What follows belongs to an exercise in optimizing a design on an open flow for small area; a production flow would make more cautious choices. No functional check of the RTL was part of this run. Power and IR drop assume default switching activity.

**config.mk**
```make
export PLATFORM = sky130hd
export DESIGN_NAME = bmp280_spi_uart_v2005
export DESIGN_NICKNAME = bmp280_spi_uart_v2005
export VERILOG_FILES = /design/flow/design.v
export SDC_FILE = /design/flow/constraint.sdc
export NUM_CORES = 8
export LEC_CHECK = 0
export ABC_AREA = 1
export CAP_MARGIN = 20
export CORE_MARGIN = 2
export CORE_UTILIZATION = 33
export CTS_BUF_LIST = sky130_fd_sc_hd__clkbuf_4
export CTS_CLUSTER_SIZE = 20
export GPL_TIMING_DRIVEN = 0
export PLACE_DENSITY = 0.5
export SLEW_MARGIN = 20
export SYNTH_MEMORY_MAX_BITS = 16384
```
**constraint.sdc**
```tcl
create_clock -name core_clock -period 1000.0 [get_ports {clk}]
set_input_delay 200.0000 -clock core_clock [delete_from_list [all_inputs] [get_ports {clk}]]
set_output_delay 200.0000 -clock core_clock [all_outputs]
set_load 0.01 [all_outputs]
```
**design.v**
```verilog
module bmp280_spi_uart_v2005
#(
  parameter CLK_HZ = 50000,
  parameter BAUD   = 5000,
  parameter SCK_HZ = 12500
)(
  input  wire clk,
  input  wire rst_n,
  output wire spi_csn,
  output wire spi_sck,
  output wire spi_mosi,
  input  wire spi_miso,
  output wire uart_tx
);
  reg [6:0] g;                  
  wire [5:0] t = g[5:0];
  wire eow = (t == 6'd63);
  reg [6:0] pc;
  reg [7:0] j;
  reg first, f2;
  reg sp;
  wire [1:0] cls;
  wire [4:0] xs;
  wire [3:0] ys;
  wire [1:0] kys;
  wire [2:0] kms;
  wire [2:0] msrc;
  wire [3:0] jc;
  wire [1:0] jend;
  wire mmul;
  wire fsub;
  wire clr;
  wire mdiv;
  wire mdve;
  wire md10;
  wire conv;
  wire isT;
  wire [1:0] subm;
  wire dA;
  wire dB;
  wire dC;
  wire dD;
  wire dT;
  wire ltsign;
  wire lnz;
  wire ldsign;
  wire nzg;
  wire [7:0] chr;
  wire [1:0] ctype;
  wire pre_en;
  wire pre_hex;
  wire [3:0] pre_idx;
  wire [2:0] spit;
  wire lastpc;
  assign cls[0] = (pc == 7'd0) | (pc == 7'd18) | (pc == 7'd27) | (pc == 7'd28) | (pc == 7'd29) | (pc == 7'd30) | (pc == 7'd31) | (pc == 7'd32) | (pc == 7'd34) | (pc == 7'd103);
  assign cls[1] = (pc == 7'd1) | (pc == 7'd2) | (pc == 7'd3) | (pc == 7'd4) | (pc == 7'd5) | (pc == 7'd6) | (pc == 7'd7) | (pc == 7'd8) | (pc == 7'd9) | (pc == 7'd10) | (pc == 7'd11) | (pc == 7'd12) | (pc == 7'd13) | (pc == 7'd14) | (pc == 7'd15) | (pc == 7'd16) | (pc == 7'd17) | (pc == 7'd18) | (pc == 7'd19) | (pc == 7'd20) | (pc == 7'd21) | (pc == 7'd22) | (pc == 7'd23) | (pc == 7'd24) | (pc == 7'd25) | (pc == 7'd26) | (pc == 7'd27) | (pc == 7'd29) | (pc == 7'd30) | (pc == 7'd31) | (pc == 7'd34) | (pc == 7'd83) | (pc == 7'd84) | (pc == 7'd85) | (pc == 7'd86) | (pc == 7'd87) | (pc == 7'd88) | (pc == 7'd89) | (pc == 7'd90) | (pc == 7'd91) | (pc == 7'd92) | (pc == 7'd93) | (pc == 7'd94) | (pc == 7'd95) | (pc == 7'd96) | (pc == 7'd97) | (pc == 7'd98) | (pc == 7'd99) | (pc == 7'd100) | (pc == 7'd101) | (pc == 7'd102);
  assign xs[0] = (pc == 7'd36) | (pc == 7'd37) | (pc == 7'd41) | (pc == 7'd46) | (pc == 7'd49) | (pc == 7'd53) | (pc == 7'd55) | (pc == 7'd61) | (pc == 7'd68) | (pc == 7'd70) | (pc == 7'd72) | (pc == 7'd74) | (pc == 7'd77) | (pc == 7'd78) | (pc == 7'd79) | (pc == 7'd80) | (pc == 7'd82);
  assign xs[1] = (pc == 7'd39) | (pc == 7'd45) | (pc == 7'd46) | (pc == 7'd55) | (pc == 7'd68) | (pc == 7'd72) | (pc == 7'd76) | (pc == 7'd80) | (pc == 7'd82);
  assign xs[2] = (pc == 7'd35) | (pc == 7'd36) | (pc == 7'd39) | (pc == 7'd45) | (pc == 7'd46) | (pc == 7'd47) | (pc == 7'd55) | (pc == 7'd59) | (pc == 7'd61) | (pc == 7'd63) | (pc == 7'd68) | (pc == 7'd74);
  assign xs[3] = (pc == 7'd43) | (pc == 7'd45) | (pc == 7'd46) | (pc == 7'd55) | (pc == 7'd61) | (pc == 7'd63) | (pc == 7'd72) | (pc == 7'd74) | (pc == 7'd76) | (pc == 7'd79);
  assign xs[4] = (pc == 7'd44);
  assign ys[0] = (pc == 7'd18) | (pc == 7'd27) | (pc == 7'd29) | (pc == 7'd30) | (pc == 7'd31) | (pc == 7'd34) | (pc == 7'd35) | (pc == 7'd36) | (pc == 7'd37) | (pc == 7'd40) | (pc == 7'd42) | (pc == 7'd48) | (pc == 7'd50) | (pc == 7'd51) | (pc == 7'd53) | (pc == 7'd56) | (pc == 7'd60) | (pc == 7'd62) | (pc == 7'd66) | (pc == 7'd67) | (pc == 7'd69) | (pc == 7'd73) | (pc == 7'd75) | (pc == 7'd77) | (pc == 7'd78);
  assign ys[1] = (pc == 7'd18) | (pc == 7'd27) | (pc == 7'd29) | (pc == 7'd30) | (pc == 7'd31) | (pc == 7'd34) | (pc == 7'd38) | (pc == 7'd43) | (pc == 7'd46) | (pc == 7'd52) | (pc == 7'd53) | (pc == 7'd54) | (pc == 7'd56) | (pc == 7'd58) | (pc == 7'd61) | (pc == 7'd64) | (pc == 7'd66) | (pc == 7'd67) | (pc == 7'd71) | (pc == 7'd75) | (pc == 7'd76) | (pc == 7'd77) | (pc == 7'd81);
  assign ys[2] = (pc == 7'd18) | (pc == 7'd27) | (pc == 7'd29) | (pc == 7'd30) | (pc == 7'd31) | (pc == 7'd34) | (pc == 7'd35) | (pc == 7'd36) | (pc == 7'd37) | (pc == 7'd42) | (pc == 7'd45) | (pc == 7'd50) | (pc == 7'd55) | (pc == 7'd57) | (pc == 7'd73) | (pc == 7'd81);
  assign ys[3] = (pc == 7'd44) | (pc == 7'd59) | (pc == 7'd80) | (pc == 7'd82);
  assign kys[0] = (pc == 7'd42) | (pc == 7'd73);
  assign kys[1] = (pc == 7'd50) | (pc == 7'd73);
  assign kms[0] = (pc == 7'd52) | (pc == 7'd54) | (pc == 7'd58) | (pc == 7'd62) | (pc == 7'd71);
  assign kms[1] = (pc == 7'd58) | (pc == 7'd60) | (pc == 7'd71) | (pc == 7'd75);
  assign kms[2] = (pc == 7'd51) | (pc == 7'd52) | (pc == 7'd54) | (pc == 7'd71) | (pc == 7'd75);
  assign msrc[0] = (pc == 7'd38) | (pc == 7'd51) | (pc == 7'd52) | (pc == 7'd54) | (pc == 7'd58) | (pc == 7'd60) | (pc == 7'd62) | (pc == 7'd71) | (pc == 7'd75);
  assign msrc[1] = (pc == 7'd38) | (pc == 7'd51) | (pc == 7'd52) | (pc == 7'd54) | (pc == 7'd58) | (pc == 7'd60) | (pc == 7'd62) | (pc == 7'd64) | (pc == 7'd71) | (pc == 7'd75);
  assign msrc[2] = (pc == 7'd56);
  assign jc[0] = (pc == 7'd27) | (pc == 7'd28) | (pc == 7'd37) | (pc == 7'd50) | (pc == 7'd53) | (pc == 7'd55) | (pc == 7'd57) | (pc == 7'd59) | (pc == 7'd63) | (pc == 7'd68) | (pc == 7'd70) | (pc == 7'd74) | (pc == 7'd81);
  assign jc[1] = (pc == 7'd17) | (pc == 7'd26) | (pc == 7'd27) | (pc == 7'd28) | (pc == 7'd29) | (pc == 7'd30) | (pc == 7'd37) | (pc == 7'd41) | (pc == 7'd47) | (pc == 7'd57) | (pc == 7'd59) | (pc == 7'd68) | (pc == 7'd70) | (pc == 7'd74) | (pc == 7'd79) | (pc == 7'd102);
  assign jc[2] = (pc == 7'd17) | (pc == 7'd26) | (pc == 7'd28) | (pc == 7'd29) | (pc == 7'd30) | (pc == 7'd31) | (pc == 7'd33) | (pc == 7'd37) | (pc == 7'd55) | (pc == 7'd57) | (pc == 7'd59) | (pc == 7'd63) | (pc == 7'd70) | (pc == 7'd74) | (pc == 7'd102);
  assign jc[3] = (pc == 7'd28) | (pc == 7'd33) | (pc == 7'd39) | (pc == 7'd41) | (pc == 7'd47) | (pc == 7'd50) | (pc == 7'd51) | (pc == 7'd61) | (pc == 7'd63) | (pc == 7'd68) | (pc == 7'd102);
  assign jend[0] = (pc == 7'd52);
  assign jend[1] = (pc == 7'd42);
  assign mmul = (pc == 7'd38) | (pc == 7'd40) | (pc == 7'd42) | (pc == 7'd48) | (pc == 7'd51) | (pc == 7'd52) | (pc == 7'd54) | (pc == 7'd56) | (pc == 7'd58) | (pc == 7'd60) | (pc == 7'd62) | (pc == 7'd69) | (pc == 7'd71) | (pc == 7'd75);
  assign fsub = (pc == 7'd38) | (pc == 7'd40) | (pc == 7'd42) | (pc == 7'd48) | (pc == 7'd51) | (pc == 7'd52) | (pc == 7'd56) | (pc == 7'd58) | (pc == 7'd60) | (pc == 7'd62) | (pc == 7'd69) | (pc == 7'd71) | (pc == 7'd75);
  assign clr = (pc == 7'd38) | (pc == 7'd40) | (pc == 7'd42) | (pc == 7'd48) | (pc == 7'd56) | (pc == 7'd58) | (pc == 7'd60) | (pc == 7'd62) | (pc == 7'd64) | (pc == 7'd69) | (pc == 7'd71) | (pc == 7'd75);
  assign mdiv = (pc == 7'd64);
  assign mdve = (pc == 7'd65);
  assign md10 = (pc == 7'd80) | (pc == 7'd82);
  assign conv = (pc == 7'd79) | (pc == 7'd80) | (pc == 7'd81) | (pc == 7'd82);
  assign isT = (pc == 7'd82);
  assign subm[0] = (pc == 7'd35) | (pc == 7'd36) | (pc == 7'd37) | (pc == 7'd44) | (pc == 7'd55) | (pc == 7'd66) | (pc == 7'd80) | (pc == 7'd82);
  assign subm[1] = (pc == 7'd57) | (pc == 7'd66);
  assign dA = (pc == 7'd33) | (pc == 7'd36) | (pc == 7'd38) | (pc == 7'd40) | (pc == 7'd42) | (pc == 7'd43) | (pc == 7'd46) | (pc == 7'd48) | (pc == 7'd50) | (pc == 7'd51) | (pc == 7'd52) | (pc == 7'd53) | (pc == 7'd54) | (pc == 7'd56) | (pc == 7'd58) | (pc == 7'd60) | (pc == 7'd62) | (pc == 7'd64) | (pc == 7'd67) | (pc == 7'd69) | (pc == 7'd71) | (pc == 7'd73) | (pc == 7'd75) | (pc == 7'd76) | (pc == 7'd77) | (pc == 7'd78) | (pc == 7'd79) | (pc == 7'd80) | (pc == 7'd81) | (pc == 7'd82);
  assign dB = (pc == 7'd35) | (pc == 7'd41) | (pc == 7'd44) | (pc == 7'd61) | (pc == 7'd68) | (pc == 7'd74);
  assign dC = (pc == 7'd37) | (pc == 7'd39) | (pc == 7'd45) | (pc == 7'd49) | (pc == 7'd59) | (pc == 7'd63) | (pc == 7'd70) | (pc == 7'd72);
  assign dD = (pc == 7'd33) | (pc == 7'd55) | (pc == 7'd57) | (pc == 7'd66);
  assign dT = (pc == 7'd47);
  assign ltsign = (pc == 7'd47);
  assign lnz = (pc == 7'd63);
  assign ldsign = (pc == 7'd57);
  assign nzg = (pc == 7'd79);
  assign chr[0] = (pc == 7'd2) | (pc == 7'd8) | (pc == 7'd10) | (pc == 7'd16) | (pc == 7'd19) | (pc == 7'd21) | (pc == 7'd84) | (pc == 7'd85) | (pc == 7'd93) | (pc == 7'd101);
  assign chr[1] = (pc == 7'd1) | (pc == 7'd4) | (pc == 7'd8) | (pc == 7'd12) | (pc == 7'd13) | (pc == 7'd17) | (pc == 7'd26) | (pc == 7'd89) | (pc == 7'd102);
  assign chr[2] = (pc == 7'd2) | (pc == 7'd12) | (pc == 7'd16) | (pc == 7'd20) | (pc == 7'd21) | (pc == 7'd83) | (pc == 7'd84) | (pc == 7'd85) | (pc == 7'd89) | (pc == 7'd93) | (pc == 7'd101);
  assign chr[3] = (pc == 7'd2) | (pc == 7'd5) | (pc == 7'd10) | (pc == 7'd17) | (pc == 7'd19) | (pc == 7'd21) | (pc == 7'd23) | (pc == 7'd26) | (pc == 7'd84) | (pc == 7'd85) | (pc == 7'd89) | (pc == 7'd93) | (pc == 7'd101) | (pc == 7'd102);
  assign chr[4] = (pc == 7'd3) | (pc == 7'd4) | (pc == 7'd5) | (pc == 7'd6) | (pc == 7'd8) | (pc == 7'd9) | (pc == 7'd12) | (pc == 7'd13) | (pc == 7'd14) | (pc == 7'd15) | (pc == 7'd16) | (pc == 7'd21) | (pc == 7'd22) | (pc == 7'd23) | (pc == 7'd83) | (pc == 7'd84) | (pc == 7'd92) | (pc == 7'd93) | (pc == 7'd100);
  assign chr[5] = (pc == 7'd4) | (pc == 7'd5) | (pc == 7'd6) | (pc == 7'd7) | (pc == 7'd11) | (pc == 7'd12) | (pc == 7'd13) | (pc == 7'd14) | (pc == 7'd15) | (pc == 7'd16) | (pc == 7'd21) | (pc == 7'd22) | (pc == 7'd23) | (pc == 7'd84) | (pc == 7'd85) | (pc == 7'd89) | (pc == 7'd91) | (pc == 7'd93);
  assign chr[6] = (pc == 7'd1) | (pc == 7'd2) | (pc == 7'd3) | (pc == 7'd8) | (pc == 7'd9) | (pc == 7'd10) | (pc == 7'd12) | (pc == 7'd19) | (pc == 7'd20) | (pc == 7'd23) | (pc == 7'd83) | (pc == 7'd92) | (pc == 7'd100);
  assign chr[7] = 1'b0;
  assign ctype[0] = (pc == 7'd85) | (pc == 7'd86) | (pc == 7'd87) | (pc == 7'd88) | (pc == 7'd90) | (pc == 7'd94) | (pc == 7'd95) | (pc == 7'd96) | (pc == 7'd97) | (pc == 7'd98) | (pc == 7'd99);
  assign ctype[1] = (pc == 7'd24) | (pc == 7'd25) | (pc == 7'd85);
  assign pre_en = (pc == 7'd23) | (pc == 7'd24) | (pc == 7'd85) | (pc == 7'd86) | (pc == 7'd87) | (pc == 7'd89) | (pc == 7'd93) | (pc == 7'd94) | (pc == 7'd95) | (pc == 7'd96) | (pc == 7'd97) | (pc == 7'd98);
  assign pre_hex = (pc == 7'd23) | (pc == 7'd24);
  assign pre_idx[0] = (pc == 7'd23) | (pc == 7'd86) | (pc == 7'd89) | (pc == 7'd94) | (pc == 7'd96) | (pc == 7'd98);
  assign pre_idx[1] = (pc == 7'd23) | (pc == 7'd24) | (pc == 7'd87) | (pc == 7'd89) | (pc == 7'd95) | (pc == 7'd96);
  assign pre_idx[2] = (pc == 7'd23) | (pc == 7'd24) | (pc == 7'd97) | (pc == 7'd98);
  assign pre_idx[3] = (pc == 7'd23) | (pc == 7'd24) | (pc == 7'd85) | (pc == 7'd86) | (pc == 7'd87) | (pc == 7'd89);
  assign spit[0] = (pc == 7'd27) | (pc == 7'd30) | (pc == 7'd34);
  assign spit[1] = (pc == 7'd29) | (pc == 7'd30);
  assign spit[2] = (pc == 7'd31) | (pc == 7'd34);
  assign lastpc = (pc == 7'd103);
  wire cbit = ((pc == 7'd44) & ((t == 6'd10) | (t == 6'd12) | (t == 6'd13) | (t == 6'd14) | (t == 6'd15) | (t == 6'd16))) | ((pc == 7'd46) & ((t == 6'd7))) | ((pc == 7'd55) & ((t == 6'd51))) | ((pc == 7'd59) & ((t == 6'd47)));
  reg [7:0] jsn;
  always @* case (jc)
    4'd0: jsn = 8'd0;
    4'd1: jsn = 8'd3;
    4'd2: jsn = 8'd5;
    4'd3: jsn = 8'd6;
    4'd4: jsn = 8'd12;
    4'd5: jsn = 8'd13;
    4'd6: jsn = 8'd15;
    4'd7: jsn = 8'd16;
    4'd8: jsn = 8'd17;
    4'd9: jsn = 8'd18;
    4'd10: jsn = 8'd33;
    4'd11: jsn = 8'd52;
    4'd12: jsn = 8'd55;
    4'd13: jsn = 8'd64;
    4'd14: jsn = 8'd75;
    4'd15: jsn = 8'd199;
    default: jsn = 8'd0;
  endcase
  reg [63:0] A, B, C, D;
  reg [31:0] TC;
  reg [191:0] KR;               
  reg Aprev, s32, ksY, ksM, mcap, m, cy, q1, q2, c5, rsign, dsign, tsign, nz, z0;
  reg [2:0] r5;
  reg [3:0] dg;
  wire isALU  = (cls == 2'd0);
  wire isCHAR = (cls == 2'd2);
  wire isSPI  = (cls == 2'd3);
  wire raw    = (spit == 3'd5);
  wire bitend = raw ? eow : (t[4:0] == 5'd31);
  wire sbits  = isSPI & ~sp;
  assign spi_csn = ~sbits;
  assign spi_sck = sbits & (raw ? t[5] : t[4]);
  reg [7:0] cmdb, datb; reg [4:0] cmdpos;
  always @* begin
    case (spit)
      3'd0: begin cmdb = 8'hD0; datb = 8'h00; cmdpos = 5'd1;  end
      3'd1: begin cmdb = 8'h60; datb = 8'hB6; cmdpos = 5'd1;  end
      3'd2: begin cmdb = 8'h88; datb = 8'h00; cmdpos = 5'd24; end
      3'd3: begin cmdb = 8'h74; datb = 8'h27; cmdpos = 5'd1;  end
      3'd4: begin cmdb = 8'h75; datb = 8'h00; cmdpos = 5'd1;  end
      default: begin cmdb = 8'hF7; datb = 8'h00; cmdpos = 5'd6; end
    endcase
  end
  assign spi_mosi = (j[7:3] == cmdpos) ? cmdb[j[2:0]] : ((j[7:3] == 5'd0) ? datb[j[2:0]] : 1'b0);
  wire calw = sbits & ((spit == 3'd0) | (spit == 3'd2)) & ~(j[7] & j[6]) & t[4] & (t[3:0] == {~j[3], j[2:0]});
  wire rawt = sbits & raw & (t == j[5:0]);
  wire rawA = rawt & (j[7:3] < 5'd3);
  wire rawD = rawt & ((j[7:3] == 5'd5) | (j[7:3] == 5'd4) | ((j[7:3] == 5'd3) & j[2]));
  wire last = (j == ((jend == 2'd1) ? 8'd3 : (jend == 2'd2) ? 8'd12 : 8'd0));
  always @(posedge clk or negedge rst_n) begin
    if (!rst_n) begin
      g <= 7'd0; pc <= 7'd0; j <= 8'd15; first <= 1'b1; f2 <= 1'b0; sp <= 1'b0;
    end else begin : seq
      reg adv;
      adv = 1'b0;
      g <= g + 7'd1;
      case (cls)
        2'd0, 2'd1: if (eow) begin if (last) adv = 1'b1; else j <= j - 8'd1; end
        2'd2: if (g == 7'd127) adv = 1'b1;
        default:
          if (!sp) begin
            if (bitend) begin if (j == 8'd0) sp <= 1'b1; else j <= j - 8'd1; end
          end else if (g == 7'd127) begin sp <= 1'b0; adv = 1'b1; end
      endcase
      if (adv) begin
        pc <= lastpc ? 7'd33 : pc + 7'd1;
        j <= jsn; first <= 1'b1; f2 <= 1'b0;
      end else if (eow) begin first <= 1'b0; f2 <= first; end
    end
  end
  wire [11:0] kout;
  genvar gi;
  generate for (gi = 0; gi < 12; gi = gi + 1) begin : kr
    assign kout[gi] = KR[16*gi+15];
    wire we = calw & (j[7:4] == (4'd11 - gi));
    always @(posedge clk) KR[16*gi +: 16] <= {KR[16*gi +: 15], we ? spi_miso : KR[16*gi+15]};
  end endgenerate
  reg kyo, kmo; wire kysg = (kys != 2'd0);
  always @* case (kys) 2'd0: kyo = kout[0]; 2'd1: kyo = kout[2]; 2'd2: kyo = kout[6]; default: kyo = kout[9]; endcase
  wire [2:0] kmsel = kms;
  always @* case (kmsel)
    3'd0: kmo = kout[1]; 3'd1: kmo = kout[3]; 3'd2: kmo = kout[4]; 3'd3: kmo = kout[5];
    3'd4: kmo = kout[7]; 3'd5: kmo = kout[8]; 3'd6: kmo = kout[10]; default: kmo = kout[11];
  endcase
  wire kmsg = (kmsel != 3'd1);
  wire lo16 = (t[5:4] == 2'b00);
  wire kys_s = lo16 ? kyo : (kysg & ksY);
  wire kms_s = lo16 ? kmo : (kmsg & ksM);
  wire muldiv = mmul | mdiv;
  wire [4:0] xe = muldiv ? ((f2 & clr) ? 5'd0 : 5'd2) : xs;
  wire setup = muldiv & first;           
  reg xr, xm;
  always @* begin
    case (xe)
      5'd1:  xr = A[63];
      5'd2:  xr = (t == 6'd0) ? (mdiv & m) : Aprev;
      5'd3:  xr = A[62];
      5'd4:  xr = A[55];
      5'd5:  xr = A[56];
      5'd6:  xr = A[52];
      5'd7:  xr = A[50];
      5'd8:  xr = A[49];
      5'd9:  xr = A[47];
      5'd10: xr = A[44];
      5'd11: xr = A[38];
      5'd12: xr = A[30];
      5'd13: xr = A[11];
      5'd14: xr = A[1];
      5'd15: xr = cbit;
      5'd16: xr = (t[5] == 1'b0) ? A[63] : s32;
      default: xr = 1'b0;
    endcase
    case (xe)
      5'd3:  xm = (t == 6'd63);
      5'd4:  xm = (t >= 6'd56);
      5'd7:  xm = (t >= 6'd51);
      5'd9:  xm = t[5] | ~nz;
      5'd10: xm = (t >= 6'd45);
      5'd11: xm = (t >= 6'd39);
      5'd12: xm = (t >= 6'd31);
      5'd13: xm = (t < 6'd12);
      5'd14: xm = (t < 6'd2);
      default: xm = 1'b0;
    endcase
  end
  wire X = xr & ~xm;
  wire dgs = (t == 6'd0) ? dg[1] : (t == 6'd1) ? dg[2] : (t == 6'd2) ? dg[3] : 1'b0;
  reg yr;
  always @* case (ys)
    4'd1: yr = B[63];
    4'd2: yr = C[63];
    4'd3: yr = D[63];
    4'd4: yr = A[63];
    4'd5: yr = kys_s;
    4'd6: yr = ~t[5] & (TC[31] ^ tsign);
    4'd7: yr = spi_miso;
    4'd8: yr = md10 ? dgs : cbit;
    default: yr = 1'b0;
  endcase
  reg sub;
  always @* begin
    if (mmul) sub = f2 & fsub;
    else if (mdiv) sub = f2 | ~rsign;
    else case (subm) 2'd1: sub = 1'b1; 2'd2: sub = rsign; 2'd3: sub = dsign; default: sub = 1'b0; endcase
  end
  wire yg  = mmul ? (yr & m) : yr;
  wire Y   = yg ^ sub;
  wire cin = (t == 6'd0) ? (sub | ((ys == 4'd6) & tsign)) : cy;
  wire Z   = X ^ Y ^ cin;
  wire q   = Z ^ q2 ^ c5;
  wire W   = md10 ? q : Z;
  wire [2:0] msel = msrc;
  wire [7:0] jn = j - 8'd1;
  reg mbit;
  wire c3125 = (t == 6'd0) | (t == 6'd2) | (t == 6'd4) | (t == 6'd5) | (t == 6'd10) | (t == 6'd11);
  always @* case (msel)
    3'd0: mbit = (isALU & dB) ? W : B[63]; 3'd1: mbit = C[63]; 3'd2: mbit = D[63]; 3'd3: mbit = kms_s; default: mbit = c3125;
  endcase
  wire capt = (t == jn[5:0]);
  wire digst = isALU & md10 & (t[5:2] == {isT, j[2:0]});
  wire qwr   = isALU & ((mdiv & ~first & ~f2 & (t == j[5:0] + 6'd1)) | (mdve & (t == 6'd0)));
  wire weA = (isALU & dA & ~setup) | rawA;
  wire weB = (isALU & dB) | digst;
  wire weC = isALU & dC;
  wire weD = (isALU & dD) | rawD | qwr;
  wire weT = isALU & dT & ~t[5];
  always @(posedge clk) begin
    A  <= {A[62:0], weA ? W : A[63]};
    B  <= {B[62:0], weB ? (digst ? dg[t[1:0]] : W) : B[63]};
    C  <= {C[62:0], weC ? W : C[63]};
    D  <= {D[62:0], weD ? (qwr ? ~rsign : W) : D[63]};
    TC <= {TC[30:0], weT ? W : TC[31]};
  end
  reg [2:0] r5n; reg [2:0] wt;
  wire [3:0] r5s = {1'b0, r5} + {1'b0, wt};
  always @* begin
    case (t[1:0]) 2'd0: wt = 3'd1; 2'd1: wt = 3'd2; 2'd2: wt = 3'd4; default: wt = 3'd3; endcase
    if (t == 6'd0) r5n = {2'b00, W};
    else if (!W) r5n = r5;
    else r5n = r5s[3:0] >= 4'd5 ? r5s - 4'd5 : r5s[2:0];
  end
  wire [3:0] crt = (r5[0] == z0) ? {1'b0, r5} : ({1'b0, r5} + 4'd5);
  always @(posedge clk) begin
    Aprev <= A[63];
    cy <= (X & Y) | (X & cin) | (Y & cin);
    if (eow) begin q1 <= 1'b0; q2 <= 1'b0; c5 <= 1'b0; end
    else begin q1 <= q; q2 <= q1; c5 <= (q & q2) | (q & c5) | (q2 & c5); end
    if (t == 6'd31) s32 <= A[63];
    if (t == 6'd15) begin ksY <= kyo; ksM <= kmo; end
    if (capt) mcap <= mbit;
    if (eow) m <= (jn[5:0] == 6'd63) ? mbit : mcap;
    if (eow) rsign <= W;
    if (isALU & ldsign & (t == 6'd0)) dsign <= rsign;
    if (isALU & ltsign & (t == 6'd31)) tsign <= W;
    if (isALU & lnz) nz <= (t == 6'd0) ? W : (nz | W);
    r5 <= r5n;
    if (t == 6'd0) z0 <= W;
    if (isALU & conv & eow) dg <= crt;
    else if (isCHAR & pre_en & g[6] & (t[5:2] == pre_idx)) dg <= {pre_hex ? kout[11] : B[63], dg[3:1]};
  end
  reg [2:0] bidx;
  always @* begin
    if (g < 7'd24) bidx = 3'd0;
    else if (g < 7'd35) bidx = 3'd1;
    else if (g < 7'd46) bidx = 3'd2;
    else if (g < 7'd57) bidx = 3'd3;
    else if (g < 7'd68) bidx = 3'd4;
    else if (g < 7'd79) bidx = 3'd5;
    else if (g < 7'd90) bidx = 3'd6;
    else bidx = 3'd7;
  end
  wire hexa = dg[3] & (dg[2] | dg[1]);
  wire [7:0] chv = (ctype == 2'd1 || (ctype == 2'd2 && !hexa)) ? {4'h3, dg} :
                   (ctype == 2'd2) ? {4'h4, dg + 4'd7} : chr;
  wire emit = isCHAR & ~((ctype == 2'd3) & ~tsign);
  wire ustart = (g < 7'd13);
  wire ustop  = (g >= 7'd101);
  assign uart_tx = ~emit | (~ustart & (ustop | chv[bidx]));
endmodule
```
**run.sh**
```bash
#!/bin/bash
# synth_recipe.tcl (not shown) runs the flow's synth.tcl, then flattens the netlist and writes it again
# the make line also repeats each setting of config.mk as NAME=value (left out here)
make -C /OpenROAD-flow-scripts/flow DESIGN_CONFIG=/design/flow/config.mk WORK_HOME=/design/flow/orfs CLKGATE_MAP_FILE= SYNTH_SCRIPT=/design/flow/synth_recipe.tcl finish
```
==> impl_metrics.py <==
metrics = {
    "outcome": {
        "status": "complete, no violations",
    },
    "yosys": {
        "synth.top_cell.area_share_pct": 59.1,
        "synth.area.top_cells": "dfxtp_1 59%, nand2_1 6.9%, nor2_1 5.2%",
        "ys_seq_elements": 527,
        "syn_nets": 1733,
        "synth-main-ff-cell": "dfxtp_1",
        "syn_inst": 1702,
        "ys_async_sr_fraction_pct": 4.74,
        "yosysWarnings": 1,
        "synth.distinct_cells": 56,
        "netlist_area_sq_um": 16500,
        "yosys.area.top_type": "dfxtp_1",
        "ys_seq_area_share_pct": 65.7,
        "synth_edf_count": 15,
        "syn_avg_cell_area_sq_um": 9.69,
    },
    "global_route": {
        "gr-usage-met2_pct": 26.4,
        "antenna_found_initial": 2,
        "busiest_layer": "met2",
        "grt_max_degree": 17,
        "grtUsageTotal_pct": 17.7,
        "grt_pass1_wl_um": 67900,
        "grt_pass1_vias": 12051,
        "grt_use_met1_pct": 23.3,
        "grt_remaining_overflow": 0,
        "gr-usage-met3_pct": 4.72,
    },
    "setup_path": {
        "worst-path-max-fanout": 8,
        "r2r_slack_ps": 994220,
        "cpPeakStageDelay_ps": 590,
        "crit_family": "simple AND/OR/NAND/NOR gates",
        "crit_slowest_cell": "clkdlybuf4s50_1",
        "cp.arrival_ps": 4630,
        "reg2reg_depth": 28,
        "crit_chain": "inv_1, ha_1, nand3_1, inv_1, nand2_1, nand2_1, nor2_1, nand2_1, o31ai_1, o2111ai_1, nor2_1, nand2_1, o21ai_0, clkdlybuf4s50_1",
        "required_ps": 800000,
        "critPathLaunchType": "flip-flop",
        "critPathBufInv": 3,
        "worstReg2RegStart": "pc[0]$_DFFE_PN0P_",
        "r2r-end": "m$_DFFE_PP_",
        "cp_common_cell": "nand2_1",
        "critPathKind": "reg2out",
        "endpoint_kind": "output pin",
    },
    "floorplan": {
        "dieArea_sq_um": 51800,
        "die_h_um": 228,
        "rows": 81,
        "initial_utilization_pct": 33.6,
        "chipWidth_um": 228,
        "core_sq_um": 49200,
        "pin_count": 7,
    },
    "clocking": {
        "htreeDepth": 4,
        "cts_made_buffers": 132,
        "ctsRootBufferMaster": "clkbuf_4",
        "clk_pin_slew_worst_paths_ps": 60,
        "clockBufferDepth": 3,
        "cts_tree": "done",
        "cts-hold-fix-buffers": 0,
        "cts_setup_buffers": 0,
        "clkSinkCount": 527,
        "cts.repair.resized": 0,
        "clk_latency_ps": 940,
    },
    "timing": {
        "hold_viol": 0,
        "fin_crit_ps": 204630,
        "rsz0062_at_grt": "no",
        "hold_slack_ps": 252,
        "slew_viol_final": 0,
        "relSlewSlack_pct": 36.9,
        "fmax_ghz": 0.00489,
        "worst_pin_slew_ps": 946,
        "skew_ps": 93.3,
        "finalCritPeriodShare_pct": 20.5,
        "setup_tns_ps": 0,
        "setup-violations-final": 0,
    },
    "pwr": {
        "peakVddDrop_mv": 0.00114,
        "cellPowerDensity_nw_per_um2": 2.06,
        "power.leakage_nw": 8.68,
    },
    "detailed_routing": {
        "drc": 0,
        "wire_per_inst_um": 16.8,
        "drt-vias-per-instance": 4.64,
        "drt-initial-drc-count": 862,
        "detail_route.first_pass.iterations": 7,
        "vias": 12080,
        "ant_nets": 0,
        "routed_wl_um": 43700,
    },
    "min_path": {
        "hp-class": "reg2reg",
        "hold_path_end": "B[59]$_DFF_P_",
        "hp-start": "B[58]$_DFF_P_",
        "holdPathStages": 0,
    },
    "cells_and_area": {
        "areaGrowthSynthToFinish_pct": 16.1,
        "num-nets-final": 1874,
        "finalNonFillerCells": 2602,
        "fin_util_pct": 39.0,
        "drive_gt1_share_pct": 13.7,
    },
    "placed_design": {
        "placed_cells": 2373,
        "portBuffers": 6,
        "hpwl_um": 31500,
        "gp_congestion": 0.939,
    },
    "run": {
        "drv_cap": 0,
    },
}
-- registers in the layout (all words and copies together) (netlist names), 3 cells and up, named ones only --
signal / count
r5: 3
j: 8
D: 64
g: 7
C: 64
TC: 32
pc: 7
B: 64
A: 64
dg: 4
KR: 192
-- per-layer routing --
layer	part of all wire, %	vias up
li1	-	5910
met1	48	5736
met2	43	359
met3	5.7	75
met4	3.5	0
met5	0	-
-- layout by cell type (no fill, tap or decap), types with 6 or more instances in the layout --
master     synthesis  final
dfxtp_1          487    487
nand2_1          302    302
nor2_1           230    230
clkbuf_4           0    183
inv_1            139    139
nand3_1          118    118
o21ai_0           71     71
a21oi_1           56     56
nand4_1           35     35
nor3_1            33     33
clkinv_1           4     26
ha_1              26     26
xor2_1            23     23
dfrtp_1           20     20
edfxtp_1          15     15
clkbuf_1          12     12
inv_2              7     11
buf_2              8      9
buf_4              9      9
nor4_1             8      8
o21ai_1            8      8
nor2_2             7      7
o211ai_1           6      6
xnor2_1            6      6
bufinv_16          0      6
clkinv_2           0      6
-- cell usage after synthesis (15+ instances only) --
master,count
a21oi_1,56
dfrtp_1,20
dfxtp_1,487
edfxtp_1,15
ha_1,26
inv_1,139
nand2_1,302
nand3_1,118
nand4_1,35
nor2_1,230
nor3_1,33
o21ai_0,71
xor2_1,23
-- per-stage QoR --
stage                     worst slack, ps  cell area [sq um]  power, mW
after floorplan                    797780              16500     0.0216
after global placement             796410              17400     0.0216
after detailed placement           796380              17400     0.0216
after CTS                          795250              19100     0.0403
after global routing               795050              19200     0.0414
final                              795370              19200     0.0394
-- cell type report --
| cell class | count | area, sq um |
|---|---|---|
| inverters | 150 | 563 |
| clock buffers | 183 | 1370 |
| diodes | 2 | 5.00 |
| well taps | 664 | 831 |
| flip-flops and latches | 527 | 10800 |
| multi-input cells | 994 | 4940 |
| fillers | 4991 | 30000 |
| repair buffers | 7 | 82.6 |
| clock inverters | 44 | 357 |
| plain buffers | 31 | 168 |
-- logic make-up after synthesis --
logic type               synth area share (%)
buffers and inverters                    4.43
AO/OA/AOI/OAI                            6.33
XOR/XNOR                                 1.54
adder cells (fa/ha/maj)                  2.21
flip-flops                               65.7
AND/OR/NAND/NOR                          19.8
multiplexers                           0.0683
-- how the worst max path moves through the flow --
stage / startpoint / to / depth (start not counted)
detailed placement: pc[0]$_DFFE_PN0P_ / spi_mosi / 14
CTS: pc[0]$_DFFE_PN0P_ / spi_mosi / 14
finish: pc[0]$_DFFE_PN0P_ / spi_mosi / 14
floorplan: spi_miso / m$_DFFE_PP_ / 18
global route: pc[0]$_DFFE_PN0P_ / spi_mosi / 14
global placement: pc[0]$_DFFE_PN0P_ / spi_mosi / 14
-- power by group --
group	switching (mW)	internal, mW	total [mW]
registers	0.000000536	0.0211	0.0211
clock network	0.00814	0.0101	0.0182
logic	0.0000396	0.0000173	0.0000602
total	0.00818	0.0312	0.0394

==> afterwards: timing with drivers on the ports <==
The results above use ideal ports. As a check the final layout listed here was re-extracted and re-timed, cells and wires unchanged. Step 1: set_driving_cell puts a clkbuf_16 on clk and a buf_2 on each other input, an assumption about the parent block. Step 2 moves the port delays by t, midway between the first and last clock arrival at a register: inputs arrive t later, outputs are due t later. That takes back most of the time a late clock gives input paths. Three values: ideal ports, drivers, drivers and shift; two values: the first two.
shift t [ns]: 0.947
setup WS [ns]: 795.373 / 795.324 / 796.271
hold slack, ns: 0.252 / 0.252 / 0.252
cell pins on the clock port's net: 1
After both steps this run still meets setup and hold. The setup slack of this run moves by -0.049 ns with the drivers and by +0.898 ns with both steps.
